What follows belongs to an exercise in optimizing a design on an open flow for small area, a short achievable clock period and few clock cycles; a production flow would make more cautious choices.
The RTL was checked by simulation tests, not by an equivalence proof against the original design.

// CPU_COMP
module CPU_COMP(
input clk,
input rst,
output wire [15:0] imem_addr,
input [7:0] imem_data,
output wire [15:0] dmem_addr,
output wire [7:0] dmem_wdata,
output wire dmem_we,
input [7:0] dmem_rdata,
output wire done
);
Size: roughly 1200 cells after synthesis, roughly 300 flip-flops, ~60 I/O pins, about 13000 um^2 of cells after synthesis.
==> module CPU_COMP, before the edit <==
module CPU_COMP(
input clk,
input rst,
output wire [15:0] imem_addr,
input [7:0] imem_data,
output wire [15:0] dmem_addr,
output wire [7:0] dmem_wdata,
output wire dmem_we,
input [7:0] dmem_rdata,
output wire done
);
reg [15:0] pc;
reg [7:0]  ir_r;
reg        r_op;              
reg        r_hil;             
reg        r_lol;             
reg        r_hij;             
reg        r_imm;             
reg        m_r;               
reg [7:0]  ir_e;
reg        e_op;
reg        e_lol;
reg        e_imm;
reg        m_e;
reg [15:0] breg;              
reg [12:1] wsel;              
reg        c_inv;             
reg        c_cin;
reg        c_x0;              
reg        c_xf;              
reg        c_we;              
reg [15:0] ac;
reg [15:0] g [1:12];
reg [12:1] gv;                
reg        z;
reg        done_r;
integer    k;
wire [3:0] op = ir_e[7:4];
wire [3:0] x  = ir_e[3:0];
wire o_ldac = e_op & (op == 4'h1);
wire o_tr   = e_op & (op == 4'h3);
wire o_ldr  = e_op & (op == 4'h4);
wire o_jp   = e_op & (op == 4'h5);
wire o_add  = e_op & (op == 4'h6);
wire o_sub  = e_op & (op == 4'h7);
wire o_inc  = e_op & (op == 4'hA);
wire o_dec  = e_op & (op == 4'hB);
wire o_shl  = e_op & (op == 4'hC);
wire o_shr  = e_op & (op == 4'hD);
wire o_clac = e_op & (op == 4'hE);
wire [15:0] xa = c_x0 ? 16'd0 : c_xf ? 16'hFFFF : ac;
wire [15:0] yb = breg ^ {16{c_inv}};
wire [15:0] sum = xa + yb + {15'd0, c_cin};
wire [15:0] xy_x = xa ^ yb;
wire sum_zero = c_xf ? (breg == 16'd1) : &xy_x;
wire sh_two = x[3] | x[2] | x[1];
wire sh_any = sh_two | x[0];
wire [15:0] shl = sh_two ? {ac[13:0], 2'b0} : {ac[14:0], 1'b0};
wire [15:0] shr = sh_two ? {2'b0, ac[15:2]} : {1'b0, ac[15:1]};
wire stall = (o_shl | o_shr) & (x[3] | x[2] | (x[1] & x[0]));    
wire wg = o_ldr | o_inc | o_dec;
wire [12:1] gw = wsel & {12{wg}};
reg [15:0] ac_d;
always @(*) begin
    if (e_lol | o_ldac) ac_d = {8'd0, dmem_rdata};
    else if (e_imm | o_tr | o_add | o_sub | o_clac | ((o_inc | o_dec) & (x == 4'd0))) ac_d = sum;
    else if (o_shl & sh_any) ac_d = shl;
    else if (o_shr & sh_any) ac_d = shr;
    else ac_d = ac;
end
wire jump = o_jp & ~z;
assign dmem_addr  = breg;
assign dmem_wdata = ac[7:0];
assign dmem_we    = c_we;
assign imem_addr  = pc;
assign done       = done_r | m_e;
wire [3:0] rop = ir_r[7:4];
wire [3:0] rx  = ir_r[3:0];
wire n_hil = r_op & (rop == 4'h0);
wire n_hij = r_op & (rop == 4'h5);
wire n_imm = r_op & ((rop == 4'h8) | (rop == 4'h9));
wire n_lol = r_hil;
wire n_op  = ~(n_hil | n_hij | n_imm | r_hil | r_hij);
wire use_g1 = (rop == 4'h2) | (rop == 4'h6) | (rop == 4'h7);
wire use_b  = (rop == 4'h1) | (rop == 4'h3) | (rop == 4'hA) | (rop == 4'hB);
wire [3:0] rsel = use_g1 ? 4'd1 : rx;
wire r_opb = r_op & (use_g1 | use_b);
wire [12:1] gsel;
genvar gi;
generate for (gi = 1; gi <= 12; gi = gi + 1) begin : gs
    assign gsel[gi] = r_opb & (rsel == gi);
end endgenerate
wire fwd_g = |(gsel & gw);             
wire [12:1] grd = gsel & gv & ~gw;
reg [15:0] b_d;
always @(*) begin
    b_d = (r_opb & (rsel == 4'd0)) ? ac_d : 16'd0;
    if (fwd_g) b_d = b_d | sum;
    for (k = 1; k <= 12; k = k + 1)
        if (grd[k]) b_d = b_d | g[k];
    if (r_imm | r_lol) b_d = {r_lol ? ir_e : 8'd0, ir_r};
end
wire r_subi = r_imm & ir_e[4];
always @(posedge clk) begin
    if (stall) ir_e[3:0] <= x - 4'd2;     
    else begin
        ir_e <= ir_r;
        ir_r <= imem_data;
    end
    for (k = 1; k <= 12; k = k + 1)
        wsel[k] <= (rx == k);
    breg <= b_d;
end
always @(posedge clk) begin
    if (rst) begin
        pc <= 16'd0;
        r_op <= 1'b0;
        r_hil <= 1'b0;
        r_lol <= 1'b0;
        r_hij <= 1'b0;
        r_imm <= 1'b0;
        m_r <= 1'b0;
        e_op <= 1'b0;
        e_lol <= 1'b0;
        e_imm <= 1'b0;
        m_e <= 1'b0;
        c_inv <= 1'b0;
        c_cin <= 1'b0;
        c_x0 <= 1'b0;
        c_xf <= 1'b0;
        c_we <= 1'b0;
        ac <= 16'd0;
        z <= 1'b0;
        gv <= 12'd0;
        done_r <= 1'b0;
    end else begin
        if (jump) pc <= {ir_r, imem_data};
        else if (!stall) pc <= pc + 16'd1;
        if (!stall) begin
            r_op  <= n_op;
            r_hil <= n_hil;
            r_lol <= n_lol;
            r_hij <= n_hij;
            r_imm <= n_imm;
            m_r   <= (pc[15:1] == 15'd166);
            e_op  <= r_op;
            e_lol <= r_lol;
            e_imm <= r_imm;
            m_e   <= m_r;
        end
        c_inv <= (r_op & (rop == 4'h7)) | r_subi;
        c_cin <= (r_op & ((rop == 4'h7) | (rop == 4'hA))) | r_subi;
        c_x0  <= r_op & ((rop == 4'h3) | (rop == 4'hA) | (rop == 4'hE));
        c_xf  <= r_op & (rop == 4'hB);
        c_we  <= r_op & ~stall & (rop == 4'h2);
        if (m_e) done_r <= 1'b1;
        ac <= ac_d;
        if (o_sub | (e_imm & c_inv) | o_dec) z <= sum_zero;
        gv <= gv | gw;
    end
end
always @(posedge clk) begin
    for (k = 1; k <= 12; k = k + 1)
        if (gw[k]) g[k] <= sum;
end
endmodule
clock: 8.0 ns
lec_check: 0
cap_margin: 20
core_margin: 2
core_utilization: 50
cts_buf_list: sky130_fd_sc_hd__clkbuf_8 sky130_fd_sc_hd__clkbuf_16
cts_cluster_diameter: 80
cts_cluster_size: 22
setup_slack_margin: 5
slew_margin: 20
run.sh (not shown) runs the stock make flow with config.mk's settings and CLKGATE_MAP_FILE= SYNTH_SCRIPT=/design/flow/synth_recipe.tcl, a recipe that flattens the netlist after the stock synthesis.
Testbench counts at the start, summed over its fixed seeds: cycles 179,256.
Next try:
--- a/flow/design.v
+++ b/flow/design.v
@@ -20,21 +20,19 @@
 reg        m_r;               
 reg [7:0]  ir_e;
 reg        e_op;
 reg        e_lol;
 reg        e_imm;
-reg        m_e;
 reg [15:0] breg;              
 reg [12:1] wsel;              
 reg        c_inv;             
 reg        c_cin;
 reg        c_x0;              
 reg        c_xf;              
 reg        c_we;              
 reg [15:0] ac;
 reg [15:0] g [1:12];
-reg [12:1] gv;                
 reg        z;
 reg        done_r;
 integer    k;
 wire [3:0] op = ir_e[7:4];
 wire [3:0] x  = ir_e[3:0];
@@ -49,11 +47,12 @@
 wire o_shl  = e_op & (op == 4'hC);
 wire o_shr  = e_op & (op == 4'hD);
 wire o_clac = e_op & (op == 4'hE);
 wire [15:0] xa = c_x0 ? 16'd0 : c_xf ? 16'hFFFF : ac;
 wire [15:0] yb = breg ^ {16{c_inv}};
-wire [15:0] sum = xa + yb + {15'd0, c_cin};
+wire [16:0] sum17 = {xa, c_cin} + {yb, c_cin};    
+wire [15:0] sum = sum17[16:1];
 wire [15:0] xy_x = xa ^ yb;
 wire sum_zero = c_xf ? (breg == 16'd1) : &xy_x;
 wire sh_two = x[3] | x[2] | x[1];
 wire sh_any = sh_two | x[0];
 wire [15:0] shl = sh_two ? {ac[13:0], 2'b0} : {ac[14:0], 1'b0};
@@ -72,11 +71,11 @@
 wire jump = o_jp & ~z;
 assign dmem_addr  = breg;
 assign dmem_wdata = ac[7:0];
 assign dmem_we    = c_we;
 assign imem_addr  = pc;
-assign done       = done_r | m_e;
+assign done       = done_r;
 wire [3:0] rop = ir_r[7:4];
 wire [3:0] rx  = ir_r[3:0];
 wire n_hil = r_op & (rop == 4'h0);
 wire n_hij = r_op & (rop == 4'h5);
 wire n_imm = r_op & ((rop == 4'h8) | (rop == 4'h9));
@@ -90,11 +89,11 @@
 genvar gi;
 generate for (gi = 1; gi <= 12; gi = gi + 1) begin : gs
     assign gsel[gi] = r_opb & (rsel == gi);
 end endgenerate
 wire fwd_g = |(gsel & gw);             
-wire [12:1] grd = gsel & gv & ~gw;
+wire [12:1] grd = gsel & ~gw;
 reg [15:0] b_d;
 always @(*) begin
     b_d = (r_opb & (rsel == 4'd0)) ? ac_d : 16'd0;
     if (fwd_g) b_d = b_d | sum;
     for (k = 1; k <= 12; k = k + 1)
@@ -109,10 +108,14 @@
         ir_r <= imem_data;
     end
     for (k = 1; k <= 12; k = k + 1)
         wsel[k] <= (rx == k);
     breg <= b_d;
+    c_inv <= (r_op & (rop == 4'h7)) | r_subi;
+    c_cin <= (r_op & ((rop == 4'h7) | (rop == 4'hA))) | r_subi;
+    c_x0  <= r_op & ((rop == 4'h3) | (rop == 4'hA) | (rop == 4'hE));
+    c_xf  <= r_op & (rop == 4'hB);
 end
 always @(posedge clk) begin
     if (rst) begin
         pc <= 16'd0;
         r_op <= 1'b0;
@@ -122,19 +125,13 @@
         r_imm <= 1'b0;
         m_r <= 1'b0;
         e_op <= 1'b0;
         e_lol <= 1'b0;
         e_imm <= 1'b0;
-        m_e <= 1'b0;
-        c_inv <= 1'b0;
-        c_cin <= 1'b0;
-        c_x0 <= 1'b0;
-        c_xf <= 1'b0;
         c_we <= 1'b0;
         ac <= 16'd0;
         z <= 1'b0;
-        gv <= 12'd0;
         done_r <= 1'b0;
     end else begin
         if (jump) pc <= {ir_r, imem_data};
         else if (!stall) pc <= pc + 16'd1;
         if (!stall) begin
@@ -145,23 +142,18 @@
             r_imm <= n_imm;
             m_r   <= (pc[15:1] == 15'd166);
             e_op  <= r_op;
             e_lol <= r_lol;
             e_imm <= r_imm;
-            m_e   <= m_r;
         end
-        c_inv <= (r_op & (rop == 4'h7)) | r_subi;
-        c_cin <= (r_op & ((rop == 4'h7) | (rop == 4'hA))) | r_subi;
-        c_x0  <= r_op & ((rop == 4'h3) | (rop == 4'hA) | (rop == 4'hE));
-        c_xf  <= r_op & (rop == 4'hB);
         c_we  <= r_op & ~stall & (rop == 4'h2);
-        if (m_e) done_r <= 1'b1;
+        if (m_r & ~stall) done_r <= 1'b1;
         ac <= ac_d;
         if (o_sub | (e_imm & c_inv) | o_dec) z <= sum_zero;
-        gv <= gv | gw;
     end
 end
+wire [15:0] gdata = sum & {16{~rst}};
 always @(posedge clk) begin
     for (k = 1; k <= 12; k = k + 1)
-        if (gw[k]) g[k] <= sum;
+        if (gw[k] | rst) g[k] <= gdata;
 end
 endmodule
=> Non-clock buffer count is lower by 37. Sequential cell count fell by 13. Critical path depth does not change. Setup slack is worse by 5.8 ps. Via count drops by about 2.3%. Hold slack hardly moves. Global-route usage goes down by 0.41 points. Synthesized cell count grows by about 0.9%. Final area fell by about 4%.
Testbench counts after the change, summed over its fixed seeds: cycles 179,256.

==> port drivers added, routing unchanged <==
Ports are ideal in the flow. The routed layouts listed here were re-timed in OpenROAD. Step 1: set_driving_cell puts a clkbuf_16 on clk and a buf_2 on each other input, an assumption about the parent block. Step 2 also shifts input and output timing later by t, the mid clock arrival at the registers, as if the neighbouring blocks saw the same clock. Three values: ideal, step 1, step 2; two values: the first two.
run	t, ns	setup slack, ns	latest minus earliest clock arrival (ns)	worst data-port slew with drivers (ns)
the first run	0.566	4.999 / 4.999 / 4.999	0.022 / 0.021	0.04
the second run	0.574	4.993 / 4.990 / 4.592	0.028 / 0.028	0.04
After both steps every run listed still meets setup and hold. The setup slack of the second run, which loses most, moves by -0.003 ns with the drivers and by -0.401 ns with both steps.
